From an optimization exercise on the open Yosys and OpenROAD flow, aimed at small area and a short achievable clock period; shortcuts taken in it are not production practice. RTL that was checked went through simulation tests only; none was proved equivalent to the original. Power is estimated from default activity; no workload was simulated.

## oak
## LCD_CTRL
module LCD_CTRL(clk,reset,datain,cmd,cmd_valid,dataout,output_valid,busy);
export LEC_CHECK = 0
export CAP_MARGIN = 20
export CORE_MARGIN = 2
export CORE_UTILIZATION = 40
export CTS_CLUSTER_DIAMETER = 100
export CTS_CLUSTER_SIZE = 25
export SETUP_SLACK_MARGIN = 3.3
export SLEW_MARGIN = 20
export SYNTH_HIERARCHICAL = 1
create_clock -name core_clock -period 5.5 [get_ports {clk}]
run.sh (not shown) runs the stock make flow with config.mk's settings and CLKGATE_MAP_FILE= SYNTH_SCRIPT=/design/flow/synth_recipe.tcl, a recipe that flattens the netlist after the stock synthesis.
Input changes introduced in pine (baseline for comparison: oak):
--- a/flow/design.v
+++ b/flow/design.v
@@ -118,32 +118,39 @@
           (a_m2 & l_ge2) | (a_p7 & ~l_ge1);
 wire h7 = (m1 & l0) | (c_l & ~l_ge6) | (c_zi4 & ~l_ge4) | (a_m2 & ~l_ge2) | (m9 & l_ge1);
 wire h6 = m9 & ~l_ge1;
 wire h4 = c_u & ~l_ge4;
 wire h5 = c_u & l_ge4;
 wire [7:0] pl  = 8'd1 << phase[2:0];
 wire [7:0] ph  = 8'd1 << phase[5:3];
 wire [7:0] ph_zo = (phase[2:0] == 3'd0) ? rotl(ph, 3'd7) : ph;
 wire [7:0] ph_zi = (phase[2:0] >= 3'd2) ? rotl(ph, 3'd6) : rotl(ph, 3'd5);
-wire [7:0] lo_nx = ({8{r0}} & lo_r) | ({8{r1}} & rotl(lo_r, 3'd1)) | ({8{r7}} & rotl(lo_r, 3'd7)) |
-                   ({8{r4}} & rotl(lo_r, 3'd4)) | ({8{r2}} & rotl(lo_r, 3'd2)) |
-                   ({8{r6}} & rotl(lo_r, 3'd6)) | ({8{a_zo}} & rotl(pl, 3'd7)) |
-                   ({8{a_zi}} & rotl(pl, 3'd6)) | ({8{a_ld}} & 8'h80);
-wire [7:0] hi_nx = ({8{h0}} & hi_r) | ({8{h1}} & rotl(hi_r, 3'd1)) | ({8{h7}} & rotl(hi_r, 3'd7)) |
-                   ({8{h6}} & rotl(hi_r, 3'd6)) | ({8{h4}} & rotl(hi_r, 3'd4)) |
-                   ({8{h5}} & rotl(hi_r, 3'd5)) | ({8{a_zo}} & ph_zo) | ({8{a_zi}} & ph_zi) |
-                   ({8{a_ld}} & 8'h80);
+wire [7:0] lo_nn, hi_nn;
+wire [7:0] pl_zo = rotl(pl, 3'd7), pl_zi = rotl(pl, 3'd6);
+generate
+  for (b = 0; b < 8; b = b + 1) begin : nbit
+    wire p, q, t, u, v, w;
+    lcd_aoi222 la (.a(r0), .b(lo_r[b]), .c(r1), .d(lo_r[(b+7)%8]), .e(r7), .f(lo_r[(b+1)%8]), .y(p));
+    lcd_aoi222 lb (.a(r4), .b(lo_r[(b+4)%8]), .c(r2), .d(lo_r[(b+6)%8]), .e(r6), .f(lo_r[(b+2)%8]), .y(q));
+    lcd_aoi222 lc (.a(a_zo), .b(pl_zo[b]), .c(a_zi), .d(pl_zi[b]), .e(a_ld), .f(b == 7 ? 1'b1 : 1'b0), .y(t));
+    lcd_and3   ld (.a(p), .b(q), .c(t), .y(lo_nn[b]));
+    lcd_aoi222 ha (.a(h0), .b(hi_r[b]), .c(h1), .d(hi_r[(b+7)%8]), .e(h7), .f(hi_r[(b+1)%8]), .y(u));
+    lcd_aoi222 hb (.a(h6), .b(hi_r[(b+2)%8]), .c(h4), .d(hi_r[(b+4)%8]), .e(h5), .f(hi_r[(b+3)%8]), .y(v));
+    lcd_aoi222 hc (.a(a_zo), .b(ph_zo[b]), .c(a_zi), .d(ph_zi[b]), .e(a_ld), .f(b == 7 ? 1'b1 : 1'b0), .y(w));
+    lcd_and3   hd (.a(u), .b(v), .c(w), .y(hi_nn[b]));
+  end
+endgenerate
 always @(posedge clk) begin
   for (i = 63; i > 0; i = i - 1) ring[i] <= ring[i-1];
   ring[0] <= is_load ? datain : ring[63];
   out_r <= out_d;
-  lo_n  <= ~lo_nx;
-  hi_n  <= ~hi_nx;
+  lo_n  <= lo_nn;
+  hi_n  <= hi_nn;
   phase <= accept & (cmd == 3'd1) ? 6'd63 : phase + 6'd1;
   cnt   <= ov_r ? cnt + 4'd1 : 4'd0;
 end
 always @(posedge clk) begin
   if (is_load & lo_r[7] & hi_r[7]) c00 <= datain;
   if (is_load & lo_r[1] & hi_r[2]) c22 <= datain;
   if (ov_r & (cnt == 4'd0)) c_o <= out_r;
   if (ov_r & (cnt == 4'd1)) c_r <= out_r;
   if (ov_r & (cnt == 4'd4)) c_d <= out_r;
Findings:
pine: all stages complete, timing, DRC and antenna checks passed. Of pine and oak, it is pine that has the higher first-iteration DRC count. In the flow results for pine and oak, the post-layout minimum cycle time is smaller on oak. Lower maximum single-stage delay on the critical path goes to oak over pine. Looking at pine and oak, the share of power burned in the clock network is a wash. Number of nets in the final layout: pine < oak. The total power of pine falls short of that of oak by about 0.8%. pine drops fewer vias than oak. Changes observed in pine relative to oak: worst setup slack for register-to-register paths dropped 0.21 ns; area fraction in compound gates after synthesis flat; multiplexer share of the synthesized area moved down.
The RTL of pine was laid out without a check of its function.

== exp/juniper ==
The RTL this note starts from:
==> flow/design.v <==
module LCD_CTRL(clk,reset,datain,cmd,cmd_valid,dataout,output_valid,busy);
input clk;
input reset;
input [7:0] datain;
input [2:0] cmd;
input cmd_valid;
output [7:0] dataout;
output output_valid;
output busy;
reg [7:0] ring [0:63];
reg [5:0] phase;              
reg       busy_r, ov_r;       
reg [3:0] cnt;                
reg [7:0] lo_n, hi_n;         
reg [2:0] ox, oy;
reg       mag;
reg [7:0] out_r;
reg [7:0] c00, c22, c_o, c_r, c_d;
integer i;
wire [7:0] lo_r = ~lo_n;
wire [7:0] hi_r = ~hi_n;
wire is_load = busy_r & ~ov_r;
wire accept  = ~busy_r & cmd_valid;
wire ox0 = (ox == 3'd0), ox4 = (ox == 3'd4);
wire oy0 = (oy == 3'd0), oy4 = (oy == 3'd4);
wire mag_n = (cmd == 3'd2) | (mag & (cmd != 3'd1) & (cmd != 3'd3));
reg [7:0] first;
always @* begin
  if (~cmd_valid) first = out_r;
  else case (cmd)
    3'd2: first = c22;
    3'd0: first = mag ? c_o : c00;
    3'd4: first = mag ? (ox4 ? c_o : c_r) : c00;
    3'd5: first = mag ? c_o : c00;
    3'd6: first = mag ? (oy0 ? c_o : out_r) : c00;
    3'd7: first = mag ? (oy4 ? c_o : c_d) : c00;
    default: first = c00;
  endcase
end
wire [7:0] first_n = ~first;
wire use_rd  = busy_r | (cmd_valid & mag & ~ox0 & (cmd == 3'd5));
wire nuse_rd = ~use_rd;
wire [63:0] sel;
wire [7:0]  rd, out_d;
genvar g, b;
generate
  for (g = 0; g < 64; g = g + 1) begin : s
    assign sel[g] = ~(lo_n[g%8] | hi_n[g/8]);
  end
  for (b = 0; b < 8; b = b + 1) begin : rbit
    wire [20:0] t;
    wire        t21;
    wire [5:0]  u;
    wire        v0, v1;
    for (g = 0; g < 21; g = g + 1) begin : a3
      lcd_aoi222 ua (.a(sel[3*g]), .b(ring[3*g][b]), .c(sel[3*g+1]), .d(ring[3*g+1][b]),
                     .e(sel[3*g+2]), .f(ring[3*g+2][b]), .y(t[g]));
    end
    lcd_nand2 ub (.a(sel[63]), .b(ring[63][b]), .y(t21));
    lcd_nand4 n0 (.a(t[0]),  .b(t[1]),  .c(t[2]),  .d(t[3]),  .y(u[0]));
    lcd_nand4 n1 (.a(t[4]),  .b(t[5]),  .c(t[6]),  .d(t[7]),  .y(u[1]));
    lcd_nand4 n2 (.a(t[8]),  .b(t[9]),  .c(t[10]), .d(t[11]), .y(u[2]));
    lcd_nand4 n3 (.a(t[12]), .b(t[13]), .c(t[14]), .d(t[15]), .y(u[3]));
    lcd_nand4 n4 (.a(t[16]), .b(t[17]), .c(t[18]), .d(t[19]), .y(u[4]));
    lcd_nand2 n5 (.a(t[20]), .b(t21), .y(u[5]));
    lcd_nor3  m0 (.a(u[0]), .b(u[1]), .c(u[2]), .y(v0));
    lcd_nor3  m1 (.a(u[3]), .b(u[4]), .c(u[5]), .y(v1));
    lcd_nand2 m2 (.a(v0), .b(v1), .y(rd[b]));
    lcd_a32oi m3 (.a1(v0), .a2(v1), .a3(use_rd), .b1(nuse_rd), .b2(first_n[b]), .y(out_d[b]));
  end
endgenerate
function [7:0] rotl;
  input [7:0] v;
  input [2:0] k;
  rotl = (v << k) | (v >> (4'd8 - k));
endfunction
wire row_next = (cnt[1:0] == 2'd2);
wire at62     = lo_r[6] & hi_r[7];
wire cnt14    = (cnt == 4'd14);
wire cnt15    = (cnt == 4'd15);
wire out_mid  = ov_r & ~cnt14 & ~cnt15;
wire c_p1  = (is_load & ~at62) | (~busy_r & ~cmd_valid);        
wire c_u   = ov_r & cnt14;                                      
wire c_l   = ov_r & cnt15;                                      
wire c_zi0 = out_mid & mag & ~row_next;                         
wire c_zi4 = out_mid & mag & row_next;                          
wire c_zo9 = out_mid & ~mag & row_next;                         
wire c_m1b = (is_load & at62) | (out_mid & ~mag & ~row_next);   
wire a_ld  = accept & (cmd == 3'd1);                            
wire a_zi  = accept & (cmd == 3'd2);                            
wire a_zo  = accept & ((cmd == 3'd3) | (~mag & (cmd != 3'd1) & (cmd != 3'd2)));  
wire a_in  = accept & mag;
wire a_m1  = a_in & ((cmd == 3'd0) | ((cmd == 3'd4) & ox4) | ((cmd == 3'd5) & ox0) |
                     ((cmd == 3'd6) & oy0) | ((cmd == 3'd7) & oy4));   
wire a_m2  = a_in & (cmd == 3'd4) & ~ox4;                       
wire a_0   = a_in & (cmd == 3'd5) & ~ox0;                       
wire a_p7  = a_in & (cmd == 3'd6) & ~oy0;                       
wire a_m9  = a_in & (cmd == 3'd7) & ~oy4;                       
wire l0    = lo_r[0];
wire l_ge1 = ~lo_r[0];
wire l_ge2 = ~(lo_r[0] | lo_r[1]);
wire l_ge4 = |lo_r[7:4];
wire l_ge6 = lo_r[6] | lo_r[7];
wire l7    = lo_r[7];
wire m1  = c_m1b | a_m1;
wire m9  = c_zo9 | a_m9;
wire r0 = c_zi0 | a_0;
wire r1 = c_p1;
wire r7 = m1 | m9 | a_p7;
wire r4 = c_u | c_zi4;
wire r2 = c_l;
wire r6 = a_m2;
wire h1 = (c_p1 & l7) | (a_p7 & l_ge1);
wire h0 = (c_p1 & ~l7) | (m1 & ~l0) | r0 | (c_l & l_ge6) | (c_zi4 & l_ge4) |
          (a_m2 & l_ge2) | (a_p7 & ~l_ge1);
wire h7 = (m1 & l0) | (c_l & ~l_ge6) | (c_zi4 & ~l_ge4) | (a_m2 & ~l_ge2) | (m9 & l_ge1);
wire h6 = m9 & ~l_ge1;
wire h4 = c_u & ~l_ge4;
wire h5 = c_u & l_ge4;
wire [7:0] pl  = 8'd1 << phase[2:0];
wire [7:0] ph  = 8'd1 << phase[5:3];
wire [7:0] ph_zo = (phase[2:0] == 3'd0) ? rotl(ph, 3'd7) : ph;
wire [7:0] ph_zi = (phase[2:0] >= 3'd2) ? rotl(ph, 3'd6) : rotl(ph, 3'd5);
wire [7:0] lo_nx = ({8{r0}} & lo_r) | ({8{r1}} & rotl(lo_r, 3'd1)) | ({8{r7}} & rotl(lo_r, 3'd7)) |
                   ({8{r4}} & rotl(lo_r, 3'd4)) | ({8{r2}} & rotl(lo_r, 3'd2)) |
                   ({8{r6}} & rotl(lo_r, 3'd6)) | ({8{a_zo}} & rotl(pl, 3'd7)) |
                   ({8{a_zi}} & rotl(pl, 3'd6)) | ({8{a_ld}} & 8'h80);
wire [7:0] hi_nx = ({8{h0}} & hi_r) | ({8{h1}} & rotl(hi_r, 3'd1)) | ({8{h7}} & rotl(hi_r, 3'd7)) |
                   ({8{h6}} & rotl(hi_r, 3'd6)) | ({8{h4}} & rotl(hi_r, 3'd4)) |
                   ({8{h5}} & rotl(hi_r, 3'd5)) | ({8{a_zo}} & ph_zo) | ({8{a_zi}} & ph_zi) |
                   ({8{a_ld}} & 8'h80);
always @(posedge clk) begin
  for (i = 63; i > 0; i = i - 1) ring[i] <= ring[i-1];
  ring[0] <= is_load ? datain : ring[63];
  out_r <= out_d;
  lo_n  <= ~lo_nx;
  hi_n  <= ~hi_nx;
  phase <= accept & (cmd == 3'd1) ? 6'd63 : phase + 6'd1;
  cnt   <= ov_r ? cnt + 4'd1 : 4'd0;
end
always @(posedge clk) begin
  if (is_load & lo_r[7] & hi_r[7]) c00 <= datain;
  if (is_load & lo_r[1] & hi_r[2]) c22 <= datain;
  if (ov_r & (cnt == 4'd0)) c_o <= out_r;
  if (ov_r & (cnt == 4'd1)) c_r <= out_r;
  if (ov_r & (cnt == 4'd4)) c_d <= out_r;
end
always @(posedge clk) begin
  if (reset) begin
    busy_r <= 1'b0;
    ov_r   <= 1'b0;
  end else if (~busy_r) begin
    if (cmd_valid) begin
      busy_r <= 1'b1;
      ov_r   <= (cmd != 3'd1);
    end
  end else if (is_load) begin
    if (at62) ov_r <= 1'b1;
  end else if (cnt == 4'd15) begin
    busy_r <= 1'b0;
    ov_r   <= 1'b0;
  end
end
always @(posedge clk) begin
  if (accept) begin
    mag <= mag_n;
    case (cmd)
      3'd1: begin ox <= 3'd0; oy <= 3'd0; end
      3'd2: begin ox <= 3'd2; oy <= 3'd2; end
      3'd4: if (!ox4) ox <= ox + 3'd1;
      3'd5: if (!ox0) ox <= ox - 3'd1;
      3'd6: if (!oy0) oy <= oy - 3'd1;
      3'd7: if (!oy4) oy <= oy + 3'd1;
      default: ;
    endcase
  end
end
assign dataout      = out_r;
assign busy         = busy_r;
assign output_valid = ov_r;
endmodule
module lcd_aoi222(input a, b, c, d, e, f, output y);
  assign y = ~((a & b) | (c & d) | (e & f));
endmodule
module lcd_nand4(input a, b, c, d, output y);
  assign y = ~(a & b & c & d);
endmodule
module lcd_nand2(input a, b, output y);
  assign y = ~(a & b);
endmodule
module lcd_nor3(input a, b, c, output y);
  assign y = ~(a | b | c);
endmodule
module lcd_a32oi(input a1, a2, a3, b1, b2, output y);
  assign y = ~((a1 & a2 & a3) | (b1 & b2));
endmodule
module lcd_mux2 #(parameter W = 1) (input s, input [W-1:0] a, b, output [W-1:0] y);
  assign y = s ? a : b;
endmodule
make LEC_CHECK=0 CAP_MARGIN=20 CORE_MARGIN=2 CORE_UTILIZATION=40 CTS_CLUSTER_DIAMETER=100 CTS_CLUSTER_SIZE=25 SETUP_SLACK_MARGIN=3.3 SLEW_MARGIN=20 SYNTH_HIERARCHICAL=1 finish   # period 5.5 ns
For exp/violet, these inputs were changed with respect to exp/juniper:
--- a/flow/design.v
+++ b/flow/design.v
@@ -13,4 +13,5 @@
 reg [3:0] cnt;                
 reg [7:0] lo_n, hi_n;         
+reg [7:0] lo_q, hi_q;         
 reg [2:0] ox, oy;
 reg       mag;
@@ -18,6 +19,7 @@
 reg [7:0] c00, c22, c_o, c_r, c_d;
 integer i;
-wire [7:0] lo_r = ~lo_n;
-wire [7:0] hi_r = ~hi_n;
+genvar g, b;
+wire [7:0] lo_r = lo_q;
+wire [7:0] hi_r = hi_q;
 wire is_load = busy_r & ~ov_r;
 wire accept  = ~busy_r & cmd_valid;
@@ -25,23 +27,25 @@
 wire oy0 = (oy == 3'd0), oy4 = (oy == 3'd4);
 wire mag_n = (cmd == 3'd2) | (mag & (cmd != 3'd1) & (cmd != 3'd3));
-reg [7:0] first;
-always @* begin
-  if (~cmd_valid) first = out_r;
-  else case (cmd)
-    3'd2: first = c22;
-    3'd0: first = mag ? c_o : c00;
-    3'd4: first = mag ? (ox4 ? c_o : c_r) : c00;
-    3'd5: first = mag ? c_o : c00;
-    3'd6: first = mag ? (oy0 ? c_o : out_r) : c00;
-    3'd7: first = mag ? (oy4 ? c_o : c_d) : c00;
-    default: first = c00;
-  endcase
-end
-wire [7:0] first_n = ~first;
+wire cmd0 = (cmd == 3'd0), cmd1 = (cmd == 3'd1), cmd2 = (cmd == 3'd2), cmd3 = (cmd == 3'd3);
+wire cmd4 = (cmd == 3'd4), cmd5 = (cmd == 3'd5), cmd6 = (cmd == 3'd6), cmd7 = (cmd == 3'd7);
+wire f_22 = cmd_valid & cmd2;
+wire f_00 = cmd_valid & (cmd1 | cmd3 | (~mag & ~cmd2));
+wire f_o  = cmd_valid & mag & (cmd0 | cmd5 | (cmd4 & ox4) | (cmd6 & oy0) | (cmd7 & oy4));
+wire f_r  = cmd_valid & mag & cmd4 & ~ox4;
+wire f_u  = ~cmd_valid | (mag & cmd6 & ~oy0);
+wire f_d  = cmd_valid & mag & cmd7 & ~oy4;
+wire [7:0] first_n;
+generate
+  for (b = 0; b < 8; b = b + 1) begin : fbit
+    wire p, q;
+    lcd_aoi222 fa (.a(f_22), .b(c22[b]), .c(f_00), .d(c00[b]), .e(f_o), .f(c_o[b]), .y(p));
+    lcd_aoi222 fb (.a(f_r), .b(c_r[b]), .c(f_u), .d(out_r[b]), .e(f_d), .f(c_d[b]), .y(q));
+    lcd_and2 fc (.a(p), .b(q), .y(first_n[b]));
+  end
+endgenerate
 wire use_rd  = busy_r | (cmd_valid & mag & ~ox0 & (cmd == 3'd5));
 wire nuse_rd = ~use_rd;
 wire [63:0] sel;
 wire [7:0]  rd, out_d;
-genvar g, b;
 generate
   for (g = 0; g < 64; g = g + 1) begin : s
@@ -136,4 +140,6 @@
   lo_n  <= ~lo_nx;
   hi_n  <= ~hi_nx;
+  lo_q  <= lo_nx;
+  hi_q  <= hi_nx;
   phase <= accept & (cmd == 3'd1) ? 6'd63 : phase + 6'd1;
   cnt   <= ov_r ? cnt + 4'd1 : 4'd0;
@@ -192,4 +198,10 @@
   assign y = ~(a | b | c);
 endmodule
+module lcd_and2(input a, b, output y);
+  assign y = a & b;
+endmodule
+module lcd_and3(input a, b, c, output y);
+  assign y = a & b & c;
+endmodule
 module lcd_a32oi(input a1, a2, a3, b1, b2, output y);
   assign y = ~((a1 & a2 & a3) | (b1 & b2));
## What came out
From exp/juniper to exp/violet the numbers moved as follows: multi-input combinational cell area lower, full die area roughly the same, via count lower, clock network contribution to total cell area higher, global routing met3 resource utilization roughly the same.
Relative to exp/juniper, exp/violet improves total wire length.
In the tables for exp/juniper and exp/violet, post-placement cell area reads higher with exp/juniper.
Against exp/juniper as the reference, exp/violet delivers a lower global-route usage.
Against exp/juniper, exp/violet comes in 0.50 mW higher on total power.
Only the layout flow was run in exp/violet; the RTL was not checked for function there.

-- port drivers added, routing unchanged --
No port has a modelled driver above. Below, the same layouts with a new extraction and two added sets of constraints. Step 1 assumes that a clkbuf_16 drives the clock port and a buf_2 every other input. Step 2 also shifts input and output timing later by t, the mid clock arrival at the registers, as if the neighbouring blocks saw the same clock. Slacks: ideal / step 1 / step 2; pairs: ideal / step 1.
run	t (ns)	slack for setup (ns)	worst register clock-pin slew, ns	worst data-port slew with drivers (ns)	cell pins on the clock port's net
oak	0.637	3.282 / 3.277 / 2.716	0.10 / 0.10	0.04	1
pine	0.651	3.054 / 3.067 / 2.435	0.10 / 0.10	0.06	1
exp/juniper	0.645	3.307 / 3.250 / 2.630	0.10 / 0.10	0.13	1
exp/violet	0.647	3.188 / 3.145 / 2.561	0.10 / 0.10	0.06	1
After both steps every run listed still meets setup and hold. The setup slack of exp/juniper, which loses most, moves by -0.057 ns with the drivers and by -0.677 ns with both steps.
